What follows belongs to an exercise in optimizing a design on an open flow for small area, a short achievable clock period and few clock cycles per item; a production flow would make more cautious choices.

==> run a: inputs <==
==> flow/design.v <==
`timescale 1ns / 1ps
module valid_ready_FF #(
    parameter DATA_WIDTH = 128
)
(
    input clk,
    input reset,
    input                   i_valid,
    output                  i_ready,
    input  [DATA_WIDTH-1:0] i_data,
    output reg                  o_valid,
    input                       o_ready,
    output reg [DATA_WIDTH-1:0] o_data
);
    assign i_ready = o_ready | ~o_valid;
    always @(posedge clk) begin
        if(reset) begin
            o_valid <= 1'b0;
            o_data  <= 'd0;
        end
        else if(i_ready) begin
            o_valid <= i_valid;
            o_data  <= i_data;
        end
    end
endmodule
`timescale 1ns / 1ps
`timescale 1ns / 1ps
module dct_4x4_core (
    input          clk,
    input          reset,
    input          i_valid,
    output         i_ready,
    input  [255:0] i_data,
    output         o_valid,
    input          o_ready,
    output [255:0] o_data
);
    reg  [3:1] v;
    wire en = o_ready | ~v[3];
    assign i_ready = en;
    assign o_valid = v[3];
    always @(posedge clk) begin
        if (reset)
            v <= 3'd0;
        else if (en)
            v <= {v[2:1], i_valid};
    end
    wire signed [8:0] x00 = {1'b0, i_data[240 +: 8]};
    wire signed [8:0] x01 = {1'b0, i_data[224 +: 8]};
    wire signed [8:0] x02 = {1'b0, i_data[208 +: 8]};
    wire signed [8:0] x03 = {1'b0, i_data[192 +: 8]};
    wire signed [8:0] x10 = {1'b0, i_data[176 +: 8]};
    wire signed [8:0] x11 = {1'b0, i_data[160 +: 8]};
    wire signed [8:0] x12 = {1'b0, i_data[144 +: 8]};
    wire signed [8:0] x13 = {1'b0, i_data[128 +: 8]};
    wire signed [8:0] x20 = {1'b0, i_data[112 +: 8]};
    wire signed [8:0] x21 = {1'b0, i_data[96 +: 8]};
    wire signed [8:0] x22 = {1'b0, i_data[80 +: 8]};
    wire signed [8:0] x23 = {1'b0, i_data[64 +: 8]};
    wire signed [8:0] x30 = {1'b0, i_data[48 +: 8]};
    wire signed [8:0] x31 = {1'b0, i_data[32 +: 8]};
    wire signed [8:0] x32 = {1'b0, i_data[16 +: 8]};
    wire signed [8:0] x33 = {1'b0, i_data[0 +: 8]};
    wire signed [9:0] s03_0 = x00 + x30;
    wire signed [9:0] s12_0 = x10 + x20;
    wire signed [8:0] d03_0 = x00 - x30;
    wire signed [8:0] d12_0 = x10 - x20;
    wire signed [9:0] s03_1 = x01 + x31;
    wire signed [9:0] s12_1 = x11 + x21;
    wire signed [8:0] d03_1 = x01 - x31;
    wire signed [8:0] d12_1 = x11 - x21;
    wire signed [9:0] s03_2 = x02 + x32;
    wire signed [9:0] s12_2 = x12 + x22;
    wire signed [8:0] d03_2 = x02 - x32;
    wire signed [8:0] d12_2 = x12 - x22;
    wire signed [9:0] s03_3 = x03 + x33;
    wire signed [9:0] s12_3 = x13 + x23;
    wire signed [8:0] d03_3 = x03 - x33;
    wire signed [8:0] d12_3 = x13 - x23;
    wire signed [10:0] r00 = s03_0 + s12_0;
    wire signed [9:0] r20 = s03_0 - s12_0;
    wire signed [10:0] r10 = (d03_0 <<< 1) + d12_0;
    wire signed [10:0] r30 = d03_0 - (d12_0 <<< 1);
    wire signed [10:0] r01 = s03_1 + s12_1;
    wire signed [9:0] r21 = s03_1 - s12_1;
    wire signed [10:0] r11 = (d03_1 <<< 1) + d12_1;
    wire signed [10:0] r31 = d03_1 - (d12_1 <<< 1);
    wire signed [10:0] r02 = s03_2 + s12_2;
    wire signed [9:0] r22 = s03_2 - s12_2;
    wire signed [10:0] r12 = (d03_2 <<< 1) + d12_2;
    wire signed [10:0] r32 = d03_2 - (d12_2 <<< 1);
    wire signed [10:0] r03 = s03_3 + s12_3;
    wire signed [9:0] r23 = s03_3 - s12_3;
    wire signed [10:0] r13 = (d03_3 <<< 1) + d12_3;
    wire signed [10:0] r33 = d03_3 - (d12_3 <<< 1);
    reg [9:0] r00_q;
    always @(posedge clk) if (en) r00_q <= r00[9:0];
    wire signed [10:0] r00_r = {1'b0, r00_q};
    reg signed [9:0] r20_q;
    always @(posedge clk) if (en) r20_q <= r20;
    wire signed [9:0] r20_r = r20_q;
    reg signed [10:0] r10_q;
    always @(posedge clk) if (en) r10_q <= r10;
    wire signed [10:0] r10_r = r10_q;
    reg signed [10:0] r30_q;
    always @(posedge clk) if (en) r30_q <= r30;
    wire signed [10:0] r30_r = r30_q;
    reg [9:0] r01_q;
    always @(posedge clk) if (en) r01_q <= r01[9:0];
    wire signed [10:0] r01_r = {1'b0, r01_q};
    reg signed [9:0] r21_q;
    always @(posedge clk) if (en) r21_q <= r21;
    wire signed [9:0] r21_r = r21_q;
    reg signed [10:0] r11_q;
    always @(posedge clk) if (en) r11_q <= r11;
    wire signed [10:0] r11_r = r11_q;
    reg signed [10:0] r31_q;
    always @(posedge clk) if (en) r31_q <= r31;
    wire signed [10:0] r31_r = r31_q;
    reg [9:0] r02_q;
    always @(posedge clk) if (en) r02_q <= r02[9:0];
    wire signed [10:0] r02_r = {1'b0, r02_q};
    reg signed [9:0] r22_q;
    always @(posedge clk) if (en) r22_q <= r22;
    wire signed [9:0] r22_r = r22_q;
    reg signed [10:0] r12_q;
    always @(posedge clk) if (en) r12_q <= r12;
    wire signed [10:0] r12_r = r12_q;
    reg signed [10:0] r32_q;
    always @(posedge clk) if (en) r32_q <= r32;
    wire signed [10:0] r32_r = r32_q;
    reg [9:0] r03_q;
    always @(posedge clk) if (en) r03_q <= r03[9:0];
    wire signed [10:0] r03_r = {1'b0, r03_q};
    reg signed [9:0] r23_q;
    always @(posedge clk) if (en) r23_q <= r23;
    wire signed [9:0] r23_r = r23_q;
    reg signed [10:0] r13_q;
    always @(posedge clk) if (en) r13_q <= r13;
    wire signed [10:0] r13_r = r13_q;
    reg signed [10:0] r33_q;
    always @(posedge clk) if (en) r33_q <= r33;
    wire signed [10:0] r33_r = r33_q;
    wire signed [11:0] S03_0 = r00_r + r03_r;
    wire signed [11:0] S12_0 = r01_r + r02_r;
    wire signed [10:0] D03_0 = r00_r - r03_r;
    wire signed [10:0] D12_0 = r01_r - r02_r;
    wire signed [11:0] S03_1 = r10_r + r13_r;
    wire signed [11:0] S12_1 = r11_r + r12_r;
    wire signed [11:0] D03_1 = r10_r - r13_r;
    wire signed [11:0] D12_1 = r11_r - r12_r;
    wire signed [10:0] S03_2 = r20_r + r23_r;
    wire signed [10:0] S12_2 = r21_r + r22_r;
    wire signed [10:0] D03_2 = r20_r - r23_r;
    wire signed [10:0] D12_2 = r21_r - r22_r;
    wire signed [11:0] S03_3 = r30_r + r33_r;
    wire signed [11:0] S12_3 = r31_r + r32_r;
    wire signed [11:0] D03_3 = r30_r - r33_r;
    wire signed [11:0] D12_3 = r31_r - r32_r;
    wire signed [12:0] z00 = S03_0 + S12_0;
    wire signed [11:0] z02 = S03_0 - S12_0;
    wire signed [12:0] z01 = (D03_0 <<< 1) + D12_0;
    wire signed [12:0] z03 = D03_0 - (D12_0 <<< 1);
    wire signed [12:0] z10 = S03_1 + S12_1;
    wire signed [12:0] z12 = S03_1 - S12_1;
    wire signed [13:0] z11 = (D03_1 <<< 1) + D12_1;
    wire signed [13:0] z13 = D03_1 - (D12_1 <<< 1);
    wire signed [11:0] z20 = S03_2 + S12_2;
    wire signed [11:0] z22 = S03_2 - S12_2;
    wire signed [12:0] z21 = (D03_2 <<< 1) + D12_2;
    wire signed [12:0] z23 = D03_2 - (D12_2 <<< 1);
    wire signed [12:0] z30 = S03_3 + S12_3;
    wire signed [12:0] z32 = S03_3 - S12_3;
    wire signed [13:0] z31 = (D03_3 <<< 1) + D12_3;
    wire signed [13:0] z33 = D03_3 - (D12_3 <<< 1);
    reg [11:0] z00_q;
    always @(posedge clk) if (en) z00_q <= z00[11:0];
    wire signed [12:0] z00_r = {1'b0, z00_q};
    reg signed [11:0] z02_q;
    always @(posedge clk) if (en) z02_q <= z02;
    wire signed [11:0] z02_r = z02_q;
    reg signed [12:0] z01_q;
    always @(posedge clk) if (en) z01_q <= z01;
    wire signed [12:0] z01_r = z01_q;
    reg signed [12:0] z03_q;
    always @(posedge clk) if (en) z03_q <= z03;
    wire signed [12:0] z03_r = z03_q;
    reg signed [12:0] z10_q;
    always @(posedge clk) if (en) z10_q <= z10;
    wire signed [12:0] z10_r = z10_q;
    reg signed [12:0] z12_q;
    always @(posedge clk) if (en) z12_q <= z12;
    wire signed [12:0] z12_r = z12_q;
    reg signed [13:0] z11_q;
    always @(posedge clk) if (en) z11_q <= z11;
    wire signed [13:0] z11_r = z11_q;
    reg signed [13:0] z13_q;
    always @(posedge clk) if (en) z13_q <= z13;
    wire signed [13:0] z13_r = z13_q;
    reg signed [11:0] z20_q;
    always @(posedge clk) if (en) z20_q <= z20;
    wire signed [11:0] z20_r = z20_q;
    reg signed [11:0] z22_q;
    always @(posedge clk) if (en) z22_q <= z22;
    wire signed [11:0] z22_r = z22_q;
    reg signed [12:0] z21_q;
    always @(posedge clk) if (en) z21_q <= z21;
    wire signed [12:0] z21_r = z21_q;
    reg signed [12:0] z23_q;
    always @(posedge clk) if (en) z23_q <= z23;
    wire signed [12:0] z23_r = z23_q;
    reg signed [12:0] z30_q;
    always @(posedge clk) if (en) z30_q <= z30;
    wire signed [12:0] z30_r = z30_q;
    reg signed [12:0] z32_q;
    always @(posedge clk) if (en) z32_q <= z32;
    wire signed [12:0] z32_r = z32_q;
    reg signed [13:0] z31_q;
    always @(posedge clk) if (en) z31_q <= z31;
    wire signed [13:0] z31_r = z31_q;
    reg signed [13:0] z33_q;
    always @(posedge clk) if (en) z33_q <= z33;
    wire signed [13:0] z33_r = z33_q;
    wire signed [15:0] y00 = z00_r <<< 2;
    wire signed [15:0] y01_t = (z01_r <<< 2) + z01_r;
    wire signed [14:0] y01 = y01_t >>> 1;
    wire signed [14:0] y02 = z02_r <<< 2;
    wire signed [15:0] y03_t = (z03_r <<< 2) + z03_r;
    wire signed [14:0] y03 = y03_t >>> 1;
    wire signed [15:0] y10_t = (z10_r <<< 2) + z10_r;
    wire signed [14:0] y10 = y10_t >>> 1;
    wire signed [15:0] y11_t = (z11_r <<< 1) + z11_r;
    wire signed [14:0] y11 = y11_t >>> 1;
    wire signed [15:0] y12_t = (z12_r <<< 2) + z12_r;
    wire signed [14:0] y12 = y12_t >>> 1;
    wire signed [15:0] y13_t = (z13_r <<< 1) + z13_r;
    wire signed [14:0] y13 = y13_t >>> 1;
    wire signed [14:0] y20 = z20_r <<< 2;
    wire signed [15:0] y21_t = (z21_r <<< 2) + z21_r;
    wire signed [14:0] y21 = y21_t >>> 1;
    wire signed [14:0] y22 = z22_r <<< 2;
    wire signed [15:0] y23_t = (z23_r <<< 2) + z23_r;
    wire signed [14:0] y23 = y23_t >>> 1;
    wire signed [15:0] y30_t = (z30_r <<< 2) + z30_r;
    wire signed [14:0] y30 = y30_t >>> 1;
    wire signed [15:0] y31_t = (z31_r <<< 1) + z31_r;
    wire signed [14:0] y31 = y31_t >>> 1;
    wire signed [15:0] y32_t = (z32_r <<< 2) + z32_r;
    wire signed [14:0] y32 = y32_t >>> 1;
    wire signed [15:0] y33_t = (z33_r <<< 1) + z33_r;
    wire signed [14:0] y33 = y33_t >>> 1;
    reg [13:0] y00_q;
    always @(posedge clk) if (en) y00_q <= y00[13:0];
    wire signed [14:0] y00_r = {1'b0, y00_q};
    reg signed [13:0] y01_q;
    always @(posedge clk) if (en) y01_q <= y01;
    wire signed [13:0] y01_r = y01_q;
    reg signed [13:0] y02_q;
    always @(posedge clk) if (en) y02_q <= y02;
    wire signed [13:0] y02_r = y02_q;
    reg signed [13:0] y03_q;
    always @(posedge clk) if (en) y03_q <= y03;
    wire signed [13:0] y03_r = y03_q;
    reg signed [13:0] y10_q;
    always @(posedge clk) if (en) y10_q <= y10;
    wire signed [13:0] y10_r = y10_q;
    reg signed [13:0] y11_q;
    always @(posedge clk) if (en) y11_q <= y11;
    wire signed [13:0] y11_r = y11_q;
    reg signed [13:0] y12_q;
    always @(posedge clk) if (en) y12_q <= y12;
    wire signed [13:0] y12_r = y12_q;
    reg signed [13:0] y13_q;
    always @(posedge clk) if (en) y13_q <= y13;
    wire signed [13:0] y13_r = y13_q;
    reg signed [13:0] y20_q;
    always @(posedge clk) if (en) y20_q <= y20;
    wire signed [13:0] y20_r = y20_q;
    reg signed [13:0] y21_q;
    always @(posedge clk) if (en) y21_q <= y21;
    wire signed [13:0] y21_r = y21_q;
    reg signed [13:0] y22_q;
    always @(posedge clk) if (en) y22_q <= y22;
    wire signed [13:0] y22_r = y22_q;
    reg signed [13:0] y23_q;
    always @(posedge clk) if (en) y23_q <= y23;
    wire signed [13:0] y23_r = y23_q;
    reg signed [13:0] y30_q;
    always @(posedge clk) if (en) y30_q <= y30;
    wire signed [13:0] y30_r = y30_q;
    reg signed [13:0] y31_q;
    always @(posedge clk) if (en) y31_q <= y31;
    wire signed [13:0] y31_r = y31_q;
    reg signed [13:0] y32_q;
    always @(posedge clk) if (en) y32_q <= y32;
    wire signed [13:0] y32_r = y32_q;
    reg signed [13:0] y33_q;
    always @(posedge clk) if (en) y33_q <= y33;
    wire signed [13:0] y33_r = y33_q;
    assign o_data[240 +: 16] = y00_r;
    assign o_data[224 +: 16] = y01_r;
    assign o_data[208 +: 16] = y02_r;
    assign o_data[192 +: 16] = y03_r;
    assign o_data[176 +: 16] = y10_r;
    assign o_data[160 +: 16] = y11_r;
    assign o_data[144 +: 16] = y12_r;
    assign o_data[128 +: 16] = y13_r;
    assign o_data[112 +: 16] = y20_r;
    assign o_data[96 +: 16] = y21_r;
    assign o_data[80 +: 16] = y22_r;
    assign o_data[64 +: 16] = y23_r;
    assign o_data[48 +: 16] = y30_r;
    assign o_data[32 +: 16] = y31_r;
    assign o_data[16 +: 16] = y32_r;
    assign o_data[0 +: 16] = y33_r;
endmodule
==> flow/run.sh <==
#!/bin/bash
# synth_recipe.tcl (not shown) runs the flow's synth.tcl, then flattens the netlist and writes it again
# the make line also repeats each setting of config.mk as NAME=value (left out here)
make -C /OpenROAD-flow-scripts/flow DESIGN_CONFIG=/design/flow/config.mk WORK_HOME=/design/flow/orfs CLKGATE_MAP_FILE= SYNTH_SCRIPT=/design/flow/synth_recipe.tcl finish
==> flow/config.mk <==
export PLATFORM = sky130hd
export DESIGN_NAME = dct_4x4_core
export DESIGN_NICKNAME = dct_4x4_core
export VERILOG_FILES = /design/flow/design.v
export SDC_FILE = /design/flow/constraint.sdc
export NUM_CORES = 4
export LEC_CHECK = 0
export CAP_MARGIN = 20
export CORE_MARGIN = 2
export CORE_UTILIZATION = 40
export PLACE_DENSITY = 0.6
export SETUP_SLACK_MARGIN = 1.8
export SLEW_MARGIN = 20
==> flow/constraint.sdc <==
create_clock -name core_clock -period 5.0 [get_ports {clk}]
set_input_delay 1.0000 -clock core_clock [delete_from_list [all_inputs] [get_ports {clk}]]
set_output_delay 1.0000 -clock core_clock [all_outputs]
set_load 0.01 [all_outputs]
==> inputs of run b, as changes to run a <==
--- a/flow/design.v
+++ b/flow/design.v
@@ -36,15 +36,15 @@
     input          o_ready,
     output [255:0] o_data
 );
-    reg  [3:1] v;
-    wire en = o_ready | ~v[3];
+    reg  [2:1] v;
+    wire en = o_ready | ~v[2];
     assign i_ready = en;
-    assign o_valid = v[3];
+    assign o_valid = v[2];
     always @(posedge clk) begin
         if (reset)
-            v <= 3'd0;
+            v <= 2'd0;
         else if (en)
-            v <= {v[2:1], i_valid};
+            v <= {v[1:1], i_valid};
     end
     wire signed [8:0] x00 = {1'b0, i_data[240 +: 8]};
     wire signed [8:0] x01 = {1'b0, i_data[224 +: 8]};
@@ -174,81 +174,33 @@
     wire signed [12:0] z32 = S03_3 - S12_3;
     wire signed [13:0] z31 = (D03_3 <<< 1) + D12_3;
     wire signed [13:0] z33 = D03_3 - (D12_3 <<< 1);
-    reg [11:0] z00_q;
-    always @(posedge clk) if (en) z00_q <= z00[11:0];
-    wire signed [12:0] z00_r = {1'b0, z00_q};
-    reg signed [11:0] z02_q;
-    always @(posedge clk) if (en) z02_q <= z02;
-    wire signed [11:0] z02_r = z02_q;
-    reg signed [12:0] z01_q;
-    always @(posedge clk) if (en) z01_q <= z01;
-    wire signed [12:0] z01_r = z01_q;
-    reg signed [12:0] z03_q;
-    always @(posedge clk) if (en) z03_q <= z03;
-    wire signed [12:0] z03_r = z03_q;
-    reg signed [12:0] z10_q;
-    always @(posedge clk) if (en) z10_q <= z10;
-    wire signed [12:0] z10_r = z10_q;
-    reg signed [12:0] z12_q;
-    always @(posedge clk) if (en) z12_q <= z12;
-    wire signed [12:0] z12_r = z12_q;
-    reg signed [13:0] z11_q;
-    always @(posedge clk) if (en) z11_q <= z11;
-    wire signed [13:0] z11_r = z11_q;
-    reg signed [13:0] z13_q;
-    always @(posedge clk) if (en) z13_q <= z13;
-    wire signed [13:0] z13_r = z13_q;
-    reg signed [11:0] z20_q;
-    always @(posedge clk) if (en) z20_q <= z20;
-    wire signed [11:0] z20_r = z20_q;
-    reg signed [11:0] z22_q;
-    always @(posedge clk) if (en) z22_q <= z22;
-    wire signed [11:0] z22_r = z22_q;
-    reg signed [12:0] z21_q;
-    always @(posedge clk) if (en) z21_q <= z21;
-    wire signed [12:0] z21_r = z21_q;
-    reg signed [12:0] z23_q;
-    always @(posedge clk) if (en) z23_q <= z23;
-    wire signed [12:0] z23_r = z23_q;
-    reg signed [12:0] z30_q;
-    always @(posedge clk) if (en) z30_q <= z30;
-    wire signed [12:0] z30_r = z30_q;
-    reg signed [12:0] z32_q;
-    always @(posedge clk) if (en) z32_q <= z32;
-    wire signed [12:0] z32_r = z32_q;
-    reg signed [13:0] z31_q;
-    always @(posedge clk) if (en) z31_q <= z31;
-    wire signed [13:0] z31_r = z31_q;
-    reg signed [13:0] z33_q;
-    always @(posedge clk) if (en) z33_q <= z33;
-    wire signed [13:0] z33_r = z33_q;
-    wire signed [15:0] y00 = z00_r <<< 2;
-    wire signed [15:0] y01_t = (z01_r <<< 2) + z01_r;
+    wire signed [15:0] y00 = z00 <<< 2;
+    wire signed [15:0] y01_t = (z01 <<< 2) + z01;
     wire signed [14:0] y01 = y01_t >>> 1;
-    wire signed [14:0] y02 = z02_r <<< 2;
-    wire signed [15:0] y03_t = (z03_r <<< 2) + z03_r;
+    wire signed [14:0] y02 = z02 <<< 2;
+    wire signed [15:0] y03_t = (z03 <<< 2) + z03;
     wire signed [14:0] y03 = y03_t >>> 1;
-    wire signed [15:0] y10_t = (z10_r <<< 2) + z10_r;
+    wire signed [15:0] y10_t = (z10 <<< 2) + z10;
     wire signed [14:0] y10 = y10_t >>> 1;
-    wire signed [15:0] y11_t = (z11_r <<< 1) + z11_r;
+    wire signed [15:0] y11_t = (z11 <<< 1) + z11;
     wire signed [14:0] y11 = y11_t >>> 1;
-    wire signed [15:0] y12_t = (z12_r <<< 2) + z12_r;
+    wire signed [15:0] y12_t = (z12 <<< 2) + z12;
     wire signed [14:0] y12 = y12_t >>> 1;
-    wire signed [15:0] y13_t = (z13_r <<< 1) + z13_r;
+    wire signed [15:0] y13_t = (z13 <<< 1) + z13;
     wire signed [14:0] y13 = y13_t >>> 1;
-    wire signed [14:0] y20 = z20_r <<< 2;
-    wire signed [15:0] y21_t = (z21_r <<< 2) + z21_r;
+    wire signed [14:0] y20 = z20 <<< 2;
+    wire signed [15:0] y21_t = (z21 <<< 2) + z21;
     wire signed [14:0] y21 = y21_t >>> 1;
-    wire signed [14:0] y22 = z22_r <<< 2;
-    wire signed [15:0] y23_t = (z23_r <<< 2) + z23_r;
+    wire signed [14:0] y22 = z22 <<< 2;
+    wire signed [15:0] y23_t = (z23 <<< 2) + z23;
     wire signed [14:0] y23 = y23_t >>> 1;
-    wire signed [15:0] y30_t = (z30_r <<< 2) + z30_r;
+    wire signed [15:0] y30_t = (z30 <<< 2) + z30;
     wire signed [14:0] y30 = y30_t >>> 1;
-    wire signed [15:0] y31_t = (z31_r <<< 1) + z31_r;
+    wire signed [15:0] y31_t = (z31 <<< 1) + z31;
     wire signed [14:0] y31 = y31_t >>> 1;
-    wire signed [15:0] y32_t = (z32_r <<< 2) + z32_r;
+    wire signed [15:0] y32_t = (z32 <<< 2) + z32;
     wire signed [14:0] y32 = y32_t >>> 1;
-    wire signed [15:0] y33_t = (z33_r <<< 1) + z33_r;
+    wire signed [15:0] y33_t = (z33 <<< 1) + z33;
     wire signed [14:0] y33 = y33_t >>> 1;
     reg [13:0] y00_q;
     always @(posedge clk) if (en) y00_q <= y00[13:0];
==> flow/flow/run.sh (new file) <==
#!/bin/bash
# Layout flow: the standard ORFS flow (standard.sh), with two synthesis
# changes so that ABC maps the whole datapath for a delay target:
#  - Yosys's full/half-adder extraction is skipped (ADDER_MAP_FILE empty);
#  - ABC runs flow/abc_speed.script (delay-targeted map) in place of ORFS's
#    abc_speed.script, through a copy of ORFS's scripts folder that differs
#    only in that file.
# Synthesis is otherwise synth_recipe.tcl unchanged (same registers and names);
# floorplan to final layout is standard.sh unchanged.
set -euo pipefail
S="$PWD/scripts_abc"
rm -rf "$S"
cp -r "$FLOW_HOME/scripts" "$S"
cp flow/abc_speed.script "$S/abc_speed.script"
bash standard.sh SCRIPTS_DIR="$S" ADDER_MAP_FILE= synth > synth.log 2>&1
bash standard.sh > layout.log 2>&1
==> flow/flow/abc_speed.script (new file) <==
strash
dch
map -D 2500
topo
buffer -c
upsize -c -D 2500
dnsize -c -D 2500
==> flow/standard.sh (new file) <==
#!/bin/bash
# synth_recipe.tcl (not shown) runs the flow's synth.tcl, then flattens the netlist and writes it again
# the make line also repeats each setting of config.mk as NAME=value (left out here)
make -C /OpenROAD-flow-scripts/flow DESIGN_CONFIG=/design/flow/config.mk WORK_HOME=/design/flow/orfs CLKGATE_MAP_FILE= SYNTH_SCRIPT=/design/flow/synth_recipe.tcl "${@:-finish}"
- SETUP_SLACK_MARGIN: 1.8 -> default
removed: flow/run.sh
==> qor summary <==
Final Instance Area: run b 45030 um^2; run a 65020 um^2
Start point of the worst hold path: run b v[1]$_SDFFE_PP0P_; run a z22_q[6]$_DFFE_PP_
Hold Path End: run b v[2]$_SDFFE_PP0P_; run a y22_q[8]$_DFFE_PP_
Reg-to-Reg Start: run b r01_q[0]$_DFFE_PP_; run a r31_q[1]$_DFFE_PP_
Sequential Area: run b 11360 um^2; run a 17420 um^2
Fraction of post-synthesis cell area in the top cell type by area: run b 0.2960; run a 0.3627
Run status: run b no timing/DRC/antenna violations; run a no timing/DRC/antenna violations
Setup slack on the worst flop-to-flop path: run b 0.74 ns; run a 1.16 ns
Non-clock buffer contribution to total cell area: run b 0.08707; run a 0.1096
Worst-path cell with the longest stage delay: run b o21ai_0; run a edfxtp_1
Endpoint of the most critical register-to-register path: run b y00_q[13]$_DFFE_PP_; run a z33_q[12]$_DFFE_PP_
Area inside the core boundary: run b 94870 um^2; run a 118400 um^2
Met3 track demand over resource in global routing: run b 0.03586; run a 0.04327
Taps Inserted: run b 1265; run a 1600
Gr usage total: run b 0.2250; run a 0.1963
Inverters: run b 921; run a 682
Period minus WS final: run b 4.258 ns; run a 3.842 ns
Max Fclk: run b 234.9 MHz; run a 260.3 MHz
Fraction of the yosys area taken by sequential cells: run b 0.2970; run a 0.3640
Maximum clock skew at final layout: run b 0.03168 ns; run a 0.02931 ns
Post-Synthesis Cell Area: run b 38250 um^2; run a 47850 um^2
No functional check of the RTL was part of any run of this note.

==> port drivers added, routing unchanged <==
The results above use ideal ports. As a check the final layouts listed here were re-extracted and re-timed, cells and wires unchanged. Step 1 sets driving cells, clkbuf_16 on the clock port and buf_2 on the other inputs (assumed; they add their load-dependent delay and slew). Step 2, shift: input delay + t, output delay - t, t = (earliest + latest rising clock arrival at the registers) / 2. This alone moves slack from input paths to output paths. Three values: ideal, step 1, step 2; two values: the first two.
run	t, ns	setup slack, ns	worst setup path after step 2	clock arrival spread, ns
run a	0.697	1.158 / 1.158 / 1.065	input to register	0.030 / 0.030
run b	0.687	0.742 / 0.742 / 0.190	input to register	0.034 / 0.034
After both steps setup and hold are still met in every run listed. For run b, which loses most, drivers alone change the setup slack by 0.000 ns; drivers and shift together by -0.552 ns.
